This is an optimization exercise on Yosys and OpenROAD, whose aim is small area and a short achievable clock period, not a production implementation. RTL that was checked went through simulation tests only; none was proved equivalent to the original. Power and IR drop assume default switching activity.

== run 1 ==
==> flow/design.v (excerpt) <==
module reduce_prime2r(
    input               clk,rst_n,
    input [69:0]        c,
    output reg [24:0]   res
    );
  wire n1;
  wire n2;
  wire n3;
  wire n4;
  wire n5;
  wire n6;
  wire n7;
  wire n8;
  wire n9;
  wire n10;
  wire n11;
  wire n12;
  wire n13;
  wire n14;
  wire n15;
  wire n16;
  wire n17;
  wire n18;
  wire n19;
  wire n20;
  wire n21;
  wire n22;
  wire n23;
  wire n24;
  wire n25;
  wire n26;
  wire n27;
  wire n28;
  wire n29;
  wire n30;
  wire n31;
  wire n32;
  wire n33;
  wire n34;
  wire n35;
  wire n36;
  wire n37;
  wire n38;
  wire n39;
  wire n40;
  wire n41;
  wire n42;
  wire n43;
  wire n44;
  wire n45;
  wire n46;
  wire n47;
  wire n48;
  wire n49;
  wire n50;
  wire n51;
  wire n52;
  wire n53;
  wire n54;
  wire n55;
  wire n56;
  wire n57;
  wire n58;
  wire n59;
  wire n60;
  wire n61;
  wire n62;
  wire n63;
  wire n64;
  wire n65;
  wire n66;
  wire n67;
  wire n68;
  ...
==> flow/config.mk <==
export PLATFORM = sky130hd
export DESIGN_NAME = reduce_prime2r
export DESIGN_NICKNAME = reduce_prime2r
export VERILOG_FILES = /design/flow/design.v
export SDC_FILE = /design/flow/constraint.sdc
export NUM_CORES = 4
export LEC_CHECK = 0
export CAP_MARGIN = 20
export CORE_MARGIN = 2
export CORE_UTILIZATION = 60
export CTS_BUF_LIST = sky130_fd_sc_hd__clkbuf_4 sky130_fd_sc_hd__clkbuf_8
export PLACE_DENSITY = 0.75
export SLEW_MARGIN = 20
export SYNTH_HIERARCHICAL = 1
==> flow/constraint.sdc <==
create_clock -name core_clock -period 5.3 [get_ports {clk}]
set_input_delay 1.0600 -clock core_clock [delete_from_list [all_inputs] [get_ports {clk}]]
set_output_delay 1.0600 -clock core_clock [all_outputs]
set_load 0.01 [all_outputs]
standard.sh (not shown) runs the stock make flow with config.mk's settings and CLKGATE_MAP_FILE= SYNTH_SCRIPT=/design/flow/synth_recipe.tcl, a recipe that flattens the netlist after the stock synthesis.
==> flow/flow/run.sh <==
#!/bin/bash
set -euo pipefail
export BUFFER_PORTS_ARGS="-buffer_cell sky130_fd_sc_hd__buf_1"
bash standard.sh > standard_flow.log 2>&1
Inputs modified between run 1 and run 2:
diff --git a/flow/config.mk b/flow/config.mk
--- a/flow/config.mk
+++ b/flow/config.mk
@@ -11,0 +12 @@
+export GPL_ROUTABILITY_DRIVEN = 0
@@ -12,0 +14 @@
+export SETUP_SLACK_MARGIN = 2.7
## What came out
The global routing usage summed across all routing layers of run 2 is higher than that of run 1.
Run 1 -> run 2: synthesized cell count delta 0, exact match
met2 wire length ends up higher on run 2.
Diff run 1 -> run 2 | post-route total power | increase of 70 µW
Sequential share of layout area: run 2 < run 1
Of run 2 and run 1, run 1 shows the lower pre-CTS worst setup slack, with run 2 above it.
Run 2 ends up with a clock skew that is 4.0 ps lower than in run 1.
Compared with run 1, run 2 instantiates a larger number of standard cells.
Diff run 1 -> run 2: maximum frequency from static timing analysis has increased; setup slack has increased.
diff inputs: run 2 => run 3
diff --git a/flow/config.mk b/flow/config.mk
--- a/flow/config.mk
+++ b/flow/config.mk
@@ -12 +11,0 @@
-export GPL_ROUTABILITY_DRIVEN = 0
--- outcome ---
- Compare run 3 and run 2 | non-clock buffer count higher: run 2
- rdg2$_DFF_P_ as the end point of the critical path was reported by run 2, and rb[16]$_DFF_P_ by run 3.
- Sum of internal, switching and leakage power delta (run 3 -> run 2): insignificant
- Total vias in the final route went up slightly going from run 2 to run 3.
- Cell area (lower): run 3
What run 4 does differently from run 3 at the input level:
diff --git a/flow/config.mk b/flow/config.mk
--- a/flow/config.mk
+++ b/flow/config.mk
@@ -13 +13 @@
-export SETUP_SLACK_MARGIN = 2.7
+export SETUP_SLACK_MARGIN = 2.75
--- outcome ---
- Run 4 was carried through to the last stage, and its layout satisfied the timing, design-rule and antenna checks.
- Per the comparison of run 4 with run 3, maximum frequency from static timing analysis up 1.3%, total net switching power up 47 µW.
- Compared with run 3, run 4 shows a portion of total power attributed to combinational logic that is 1.1 points higher.
- Run 4 — share of total power consumed by net switching 0.79 points higher, run 3 as reference
- Relative to run 3, run 4 improves via count.
- Higher sequential share of layout area was reported by run 3, not run 4.
- Compared with run 3, run 4 has extra setup slack.

* * *

== red ==
reduce_prime2r, a different RTL version from the one above (not shown whole).
Size: roughly 410 cells after synthesis, ~74 flip-flops, ~97 I/O pins, roughly 5000 µm² of cells after synthesis.
Design reduce_prime2r, start of the top module:
module reduce_prime2r(
    input               clk,rst_n,
    input [69:0]        c,
    output reg [24:0]   res
    );
Settings: LEC_CHECK=0, CAP_MARGIN=20, CORE_MARGIN=2, CORE_UTILIZATION=40, SLEW_MARGIN=20; clock period 5.3 ns.
Scripts as last shown in full above: flow/flow/run.sh
red completed; timing, DRC and antenna clean
[inputs] blue vs red
# red
export LEC_CHECK = 0
export CAP_MARGIN = 20
export CORE_MARGIN = 2
export CORE_UTILIZATION = 40
export SLEW_MARGIN = 20
create_clock -name core_clock -period 5.3 [get_ports {clk}]
# blue
export LEC_CHECK = 0
export CAP_MARGIN = 20
export CORE_MARGIN = 2
export CORE_UTILIZATION = 40
export SETUP_SLACK_MARGIN = 2.7
export SLEW_MARGIN = 20
create_clock -name core_clock -period 5.3 [get_ports {clk}]
## What came out
No stage failed in blue, and the final checks on the layout all came back clean.
blue vs. red: power consumption climbed 7.9%; sequential cell area share dropped 1.6 points; DRC marker count from the first detailed-route iteration dropped 5; total wire length after detailed routing climbed about 2.5%; final design area excluding fillers climbed 6.7%.
Between red and blue, clock period minus final worst setup slack decreased.
[blue] instance count along the most critical hold path fell 1 relative to red
Function was not checked in any run of this note: the RTL went through the layout flow alone.

* * *

## before
Another version of the RTL of reduce_prime2r (not shown whole).
For scale: about 460 cells after synthesis, roughly 5100 um2 of cells after synthesis.
clock: 5.3 ns
lec_check: 0
cap_margin: 20
core_margin: 2
core_utilization: 60
cts_buf_list: sky130_fd_sc_hd__clkbuf_4 sky130_fd_sc_hd__clkbuf_8
place_density: 0.75
setup_slack_margin: 2.7
slew_margin: 20
synth_hierarchical: 1
Scripts as last shown in full above: flow/flow/run.sh
For after, these inputs were changed with respect to before:
Settings: swapping 2.7 for 2.8 in SETUP_SLACK_MARGIN.
==> run notes <==
after: all stages complete, timing, DRC and antenna checks passed
On maximum clock frequency, before and after are basically level.
The area used by sequential logic in the layout was comparable across before and after.
Going from before to after, total power grew by 6.5%; detailed router's first-iteration violation count went down; design area saw an increase.
Function was not checked in any run of this note: the RTL went through the layout flow alone.

* * *

Setup of run A:
Another version of the RTL of reduce_prime2r (not shown whole).
For scale: about 81 flip-flops, about 0.0050 mm² of cells after synthesis.
==> flow/config.mk <==
export PLATFORM = sky130hd
export DESIGN_NAME = reduce_prime2r
export DESIGN_NICKNAME = reduce_prime2r
export VERILOG_FILES = /design/flow/design.v
export SDC_FILE = /design/flow/constraint.sdc
export NUM_CORES = 4
export LEC_CHECK = 0
export CAP_MARGIN = 20
export CORE_MARGIN = 2
export CORE_UTILIZATION = 60
export CTS_BUF_LIST = sky130_fd_sc_hd__clkbuf_4 sky130_fd_sc_hd__clkbuf_8
export PLACE_DENSITY = 0.75
export SETUP_SLACK_MARGIN = 2.7
export SLEW_MARGIN = 20
export SYNTH_HIERARCHICAL = 1
==> flow/constraint.sdc <==
create_clock -name core_clock -period 5.3 [get_ports {clk}]
set_input_delay 1.0600 -clock core_clock [delete_from_list [all_inputs] [get_ports {clk}]]
set_output_delay 1.0600 -clock core_clock [all_outputs]
set_load 0.01 [all_outputs]
Scripts as last shown in full above: flow/flow/run.sh
> inputs changed (run A -> run B)
- putting ABC_CLOCK_PERIOD_IN_PS at 1200 where nothing was set
- swapping 2.7 for 2.8 in SETUP_SLACK_MARGIN
==> run notes <==
A most common cell after layout, fill and taps aside of sky130_fd_sc_hd__buf_1 is what run B shows, while sky130_fd_sc_hd__fa_1 belongs to run A. Measured against each other, run B and run A differ in placed instance area, the higher figure coming from run B. Of run B and run A, the run reporting the lower utilization was run A. In the final reports, the cell area of run B is larger than that of run A. Diff run A -> run B | count of nets after finishing | increase of about 1.1%. Compared with run A, run B shows number of optimization iterations in the first detailed-route pass lower by 1. Diff run B and run A: worst setup slack higher in run B. Side by side, non-clock buffering overhead in the final layout turned out higher in run B than in run A. Sort run B and run A by routed wire length, descending, and run B comes first. On share of total power in combinational logic, the lower figure sits with run A, not run B.
For run C, these inputs were changed with respect to run B:
- a deleted ABC_CLOCK_PERIOD_IN_PS that had been 1200
- a change of SETUP_SLACK_MARGIN from 2.8 to 2.6
## What came out
Run B → run C: overall power after layout has decreased; first-pass GRT wire length lower; number of non-clock buffers in the layout moved down; routed wire length went down 3.0%.
### run C -> run D
- a change of SETUP_SLACK_MARGIN from 2.6 to 2.8
Findings:
Looking at total power across run D and run C, the one that comes out higher is run D. Changes observed in run D relative to run C: number of cell instances on the worst register-to-register path fell by 1; register-to-register slack +0.07 ns.

* * *

Another version of the RTL of reduce_prime2r (not shown whole).
Size in the first run: about 81 flip-flops, about 97 I/O pins.
export LEC_CHECK = 0
export CAP_MARGIN = 20
export CORE_MARGIN = 2
export CORE_UTILIZATION = 40
export CTS_BUF_LIST = sky130_fd_sc_hd__clkbuf_4 sky130_fd_sc_hd__clkbuf_8
export SETUP_SLACK_MARGIN = 3.0
export SLEW_MARGIN = 20
create_clock -name core_clock -period 5.3 [get_ports {clk}]
Scripts as last shown in full above: flow/flow/run.sh
Edit:
--- a/flow/config.mk
+++ b/flow/config.mk
@@ -10,4 +10,2 @@
 export CORE_UTILIZATION = 40
-export CTS_BUF_LIST = sky130_fd_sc_hd__clkbuf_4 sky130_fd_sc_hd__clkbuf_8
-export SETUP_SLACK_MARGIN = 3.0
 export SLEW_MARGIN = 20
Outcome:
- wire length went down by 0.53%
- worst hold slack is worse by 16 ps
- global-route usage came out higher by 0.31 points
Edit:
--- a/flow/config.mk
+++ b/flow/config.mk
@@ -10,2 +10,4 @@
 export CORE_UTILIZATION = 40
+export CTS_BUF_LIST = sky130_fd_sc_hd__clkbuf_4 sky130_fd_sc_hd__clkbuf_8
+export SETUP_SLACK_MARGIN = 2.8
 export SLEW_MARGIN = 20
- The new run ran to the end with no violations
- worst setup slack is better by 240 ps
- cell area came out higher by 4.3%
- critical path depth increases by 1
- maximum frequency climbs by 9.7%
- global-route usage rises by 0.41 points
- register-to-register slack is better by 190 ps
Edit:
--- a/flow/config.mk
+++ b/flow/config.mk
@@ -10,3 +10,2 @@
 export CORE_UTILIZATION = 40
-export CTS_BUF_LIST = sky130_fd_sc_hd__clkbuf_4 sky130_fd_sc_hd__clkbuf_8
 export SETUP_SLACK_MARGIN = 2.8
After rerunning: Via count grows by about 1.1%. Cell area grows by 3.7%. Cell count grows by about 0.4%. Sequential cell count stays the same. Sequential power barely changes.
Edit:
--- a/flow/config.mk
+++ b/flow/config.mk
@@ -7,2 +7,3 @@
 export LEC_CHECK = 0
+export ABC_AREA = 1
 export CAP_MARGIN = 20
@@ -10,2 +11,3 @@
 export CORE_UTILIZATION = 40
+export CTS_BUF_LIST = sky130_fd_sc_hd__clkbuf_4 sky130_fd_sc_hd__clkbuf_8
 export SETUP_SLACK_MARGIN = 2.8
What happened: Utilization goes down by 4.2 points; sequential power goes down by a few percent; hold slack gains 68 ps; worst setup slack gains 24 ps; total power goes down by a few percent; maximum frequency goes up slightly; design area is about the same; routed wire length goes up by roughly a tenth.

* * *

amber:
reduce_prime2r, a different RTL version from the one above (not shown whole).
Size: roughly 81 flip-flops, about 97 I/O pins, roughly 5300 um^2 of cells after synthesis.
clock: 5.3 ns
lec_check: 0
cap_margin: 20
core_margin: 2
core_utilization: 60
cts_buf_list: sky130_fd_sc_hd__clkbuf_4 sky130_fd_sc_hd__clkbuf_8
place_density: 0.75
setup_slack_margin: 2.8
slew_margin: 20
synth_hierarchical: 1
Scripts as last shown in full above: flow/flow/run.sh
Setup changes, amber to cedar
diff --git a/flow/config.mk b/flow/config.mk
--- a/flow/config.mk
+++ b/flow/config.mk
@@ -8,7 +8,6 @@
 export CAP_MARGIN = 20
 export CORE_MARGIN = 2
-export CORE_UTILIZATION = 60
+export CORE_UTILIZATION = 40
 export CTS_BUF_LIST = sky130_fd_sc_hd__clkbuf_4 sky130_fd_sc_hd__clkbuf_8
-export PLACE_DENSITY = 0.75
 export SETUP_SLACK_MARGIN = 2.8
 export SLEW_MARGIN = 20
Findings:
Every stage of the flow completed for cedar, and the final layout passed the timing, design-rule and antenna checks.
Delta (cedar minus amber): number of buffers and inverters on the critical path higher, area growth from synthesis to layout higher, wire length higher, placeable core area higher.
Edits applied to the flow inputs when going from cedar to willow:
diff --git a/flow/config.mk b/flow/config.mk
--- a/flow/config.mk
+++ b/flow/config.mk
@@ -8,5 +8,5 @@
 export CAP_MARGIN = 20
 export CORE_MARGIN = 2
-export CORE_UTILIZATION = 40
+export CORE_UTILIZATION = 60
 export CTS_BUF_LIST = sky130_fd_sc_hd__clkbuf_4 sky130_fd_sc_hd__clkbuf_8
 export SETUP_SLACK_MARGIN = 2.8
Notes after the runs:
Looking at cedar and willow, the clock insertion delay at the later pin of the skew report is a wash.
Between cedar and willow, the via count figures differ only marginally.
Diff cedar -> willow: minimum setup slack in the final design barely changed, finished layout cell area dropped 85 um^2, average routed wire per standard cell climbed 1.5%.
Cell count sits lower in willow than in cedar.
No stage failed in willow, and the final checks on the layout all came back clean.
The run showing the smaller reported leakage power is willow.
Launching instance or port of the critical path = c[46]: willow; launching instance or port of the critical path = c[45]: cedar

* * *

## P
reduce_prime2r, a different RTL version from the one above (not shown whole).
Size in the first run: ~460 cells after synthesis, ~81 flip-flops, roughly 97 I/O pins.
==> flow/config.mk <==
export PLATFORM = sky130hd
export DESIGN_NAME = reduce_prime2r
export DESIGN_NICKNAME = reduce_prime2r
export VERILOG_FILES = /design/flow/design.v
export SDC_FILE = /design/flow/constraint.sdc
export NUM_CORES = 4
export LEC_CHECK = 0
export CAP_MARGIN = 0
export CORE_MARGIN = 2
export CORE_UTILIZATION = 60
export CTS_BUF_LIST = sky130_fd_sc_hd__clkbuf_4 sky130_fd_sc_hd__clkbuf_8
export PLACE_DENSITY = 0.75
export SETUP_SLACK_MARGIN = 2.8
export SLEW_MARGIN = 0
export SYNTH_HIERARCHICAL = 1
==> flow/constraint.sdc <==
create_clock -name core_clock -period 5.3 [get_ports {clk}]
set_input_delay 1.0600 -clock core_clock [delete_from_list [all_inputs] [get_ports {clk}]]
set_output_delay 1.0600 -clock core_clock [all_outputs]
set_load 0.01 [all_outputs]
Scripts as last shown in full above: flow/flow/run.sh
Here is what was changed in the inputs of Q compared with P.
Settings: CAP_MARGIN: 0 -> 20; SETUP_SLACK_MARGIN: 2.8 -> 2.6; SLEW_MARGIN: 0 -> 20.
[summary]
Cell count: Q lower than P
Clock power, Q and P: higher on P
Compared with P, in Q total power divided by cell area went up about 2%, total power down 2.1%, switching power summed over all nets dropped about 0.4%.
Modified inputs, R compared to Q
Settings: SETUP_SLACK_MARGIN changed from 2.6 to 2.4.
--- outcome ---
[compare] base=Q new=R: average via count per standard cell was more or less identical; depth of the CTS H-tree held.
Total wirelength of the detailed-routed design of Q is on par with R.
On worst-case setup margin in the final layout, Q and R are neck and neck.
R against Q: combinational power roughly the same, routed length on met2 lower, post-route antenna net violation count roughly the same, static leakage roughly the same, worst hold margin lower.
For worst-case headroom to the max-slew limit, R and Q come out practically identical.

* * *

reduce_prime2r with an RTL version that a note above also has.
Size: ~97 I/O pins.
clock: 5.3 ns
lec_check: 0
cap_margin: 20
core_margin: 2
core_utilization: 60
cts_buf_list: sky130_fd_sc_hd__clkbuf_4 sky130_fd_sc_hd__clkbuf_8
place_density: 0.75
setup_slack_margin: 2.7
slew_margin: 20
synth_hierarchical: 1
tns_end_percent: 30
Scripts as last shown in full above: flow/flow/run.sh
Edit:
CTS_BUF_LIST = sky130_fd_sc_hd__clkbuf_2 sky130_fd_sc_hd__clkbuf_4 sky130_fd_sc_hd__clkbuf_8   (was sky130_fd_sc_hd__clkbuf_4 sky130_fd_sc_hd__clkbuf_8)
TNS_END_PERCENT = default   (was 30)
Result: The changed run finished with timing, DRC and antenna clean. Clock skew came out lower by 0.0039 ns. Cell area hardly moves. Final cell count came out lower slightly. Worst setup slack improves by 0.10 ns. Clock power came out higher by a few percent. Synthesized area stays the same. Hold slack is about the same. Die area stays the same. Clock-buffer cell count came out higher by 3. Flip-flop and latch count does not change. Register-to-register slack improves by 0.05 ns.
Edit:
CTS_BUF_LIST = sky130_fd_sc_hd__clkbuf_4 sky130_fd_sc_hd__clkbuf_8   (was sky130_fd_sc_hd__clkbuf_2 sky130_fd_sc_hd__clkbuf_4 sky130_fd_sc_hd__clkbuf_8)
SETUP_SLACK_MARGIN = 2.5   (was 2.7)
The changed run went through all stages and came out clean. Sequential power hardly moves. Global-route usage falls by 1.4 points. Hold slack degrades by 0.017 ns. Wire length falls by about 4%. Sequential share of layout area rises by 0.39 points. Power falls by 2.2%. Final area falls by 1.3%. Register-to-register slack degrades by 0.13 ns.

static timing again, ports no longer ideal:
In the flow no input, the clock included, has a driving cell. The finished layouts below were timed again as built, in two steps.
Step 1: set_driving_cell puts a clkbuf_16 on clk and a buf_2 on each other input, an assumption about the parent block.
Step 2 also shifts input and output timing later by t, the mid clock arrival at the registers, as if the neighbouring blocks saw the same clock.
a / b / c = ideal / step 1 / step 2; a / b = the first two.
run | t, ns | setup WS [ns] | latest minus earliest clock arrival (ns) | worst slew at a driven data input, ns | cell pins on the clock port's net
run 1 | 0.379 | 2.486 / 2.496 / 2.117 | 0.012 / 0.012 | 0.04 | 1
run 2 | 0.386 | 2.721 / 2.729 / 2.343 | 0.009 / 0.008 | 0.04 | 1
run 3 | 0.384 | 2.724 / 2.727 / 2.343 | 0.009 / 0.008 | 0.04 | 1
run 4 | 0.397 | 2.757 / 2.764 / 2.367 | 0.011 / 0.010 | 0.04 | 1
red | 0.371 | 2.276 / 2.295 / 1.924 | 0.006 / 0.007 | 0.04 | 1
blue | 0.366 | 2.544 / 2.533 / 2.166 | 0.007 / 0.007 | 0.05 | 1
before | 0.361 | 2.748 / 2.748 / 2.387 | 0.011 / 0.011 | 0.04 | 1
after | 0.368 | 2.748 / 2.747 / 2.379 | 0.008 / 0.007 | 0.05 | 1
run A | 0.370 | 2.710 / 2.722 / 2.352 | 0.018 / 0.017 | 0.04 | 1
run B | 0.370 | 2.796 / 2.801 / 2.430 | 0.008 / 0.007 | 0.05 | 1
run C | 0.374 | 2.642 / 2.650 / 2.275 | 0.013 / 0.013 | 0.04 | 1
run D | 0.370 | 2.796 / 2.801 / 2.430 | 0.008 / 0.007 | 0.05 | 1
the first run of note 5 | 0.391 | 2.795 / 2.784 / 2.393 | 0.007 / 0.008 | 0.06 | 1
the second run of note 5 | 0.372 | 2.549 / 2.567 / 2.194 | 0.009 / 0.009 | 0.04 | 1
the third run of note 5 | 0.398 | 2.793 / 2.782 / 2.384 | 0.007 / 0.007 | 0.07 | 1
the fourth run of note 5 | 0.374 | 2.778 / 2.773 / 2.399 | 0.006 / 0.006 | 0.07 | 1
the fifth run of note 5 | 0.398 | 2.802 / 2.802 / 2.404 | 0.010 / 0.011 | 0.06 | 1
amber | 0.380 | 2.784 / 2.798 / 2.418 | 0.010 / 0.010 | 0.05 | 1
cedar | 0.395 | 2.788 / 2.777 / 2.382 | 0.008 / 0.008 | 0.06 | 1
willow | 0.372 | 2.787 / 2.788 / 2.416 | 0.017 / 0.018 | 0.06 | 1
P | 0.378 | 2.783 / 2.791 / 2.413 | 0.011 / 0.012 | 0.05 | 1
Q | 0.386 | 2.667 / 2.680 / 2.294 | 0.010 / 0.011 | 0.04 | 1
R | 0.385 | 2.665 / 2.678 / 2.293 | 0.009 / 0.010 | 0.04 | 1
the first run of note 8 | 0.373 | 2.625 / 2.632 / 2.259 | 0.011 / 0.012 | 0.05 | 1
the second run of note 8 | 0.384 | 2.724 / 2.727 / 2.343 | 0.009 / 0.008 | 0.04 | 1
the third run of note 8 | 0.377 | 2.591 / 2.603 / 2.226 | 0.008 / 0.009 | 0.04 | 1
After both steps every run listed still meets setup and hold. For the third run of note 5, which loses most, drivers alone change the setup slack by -0.011 ns; drivers and shift together by -0.409 ns.
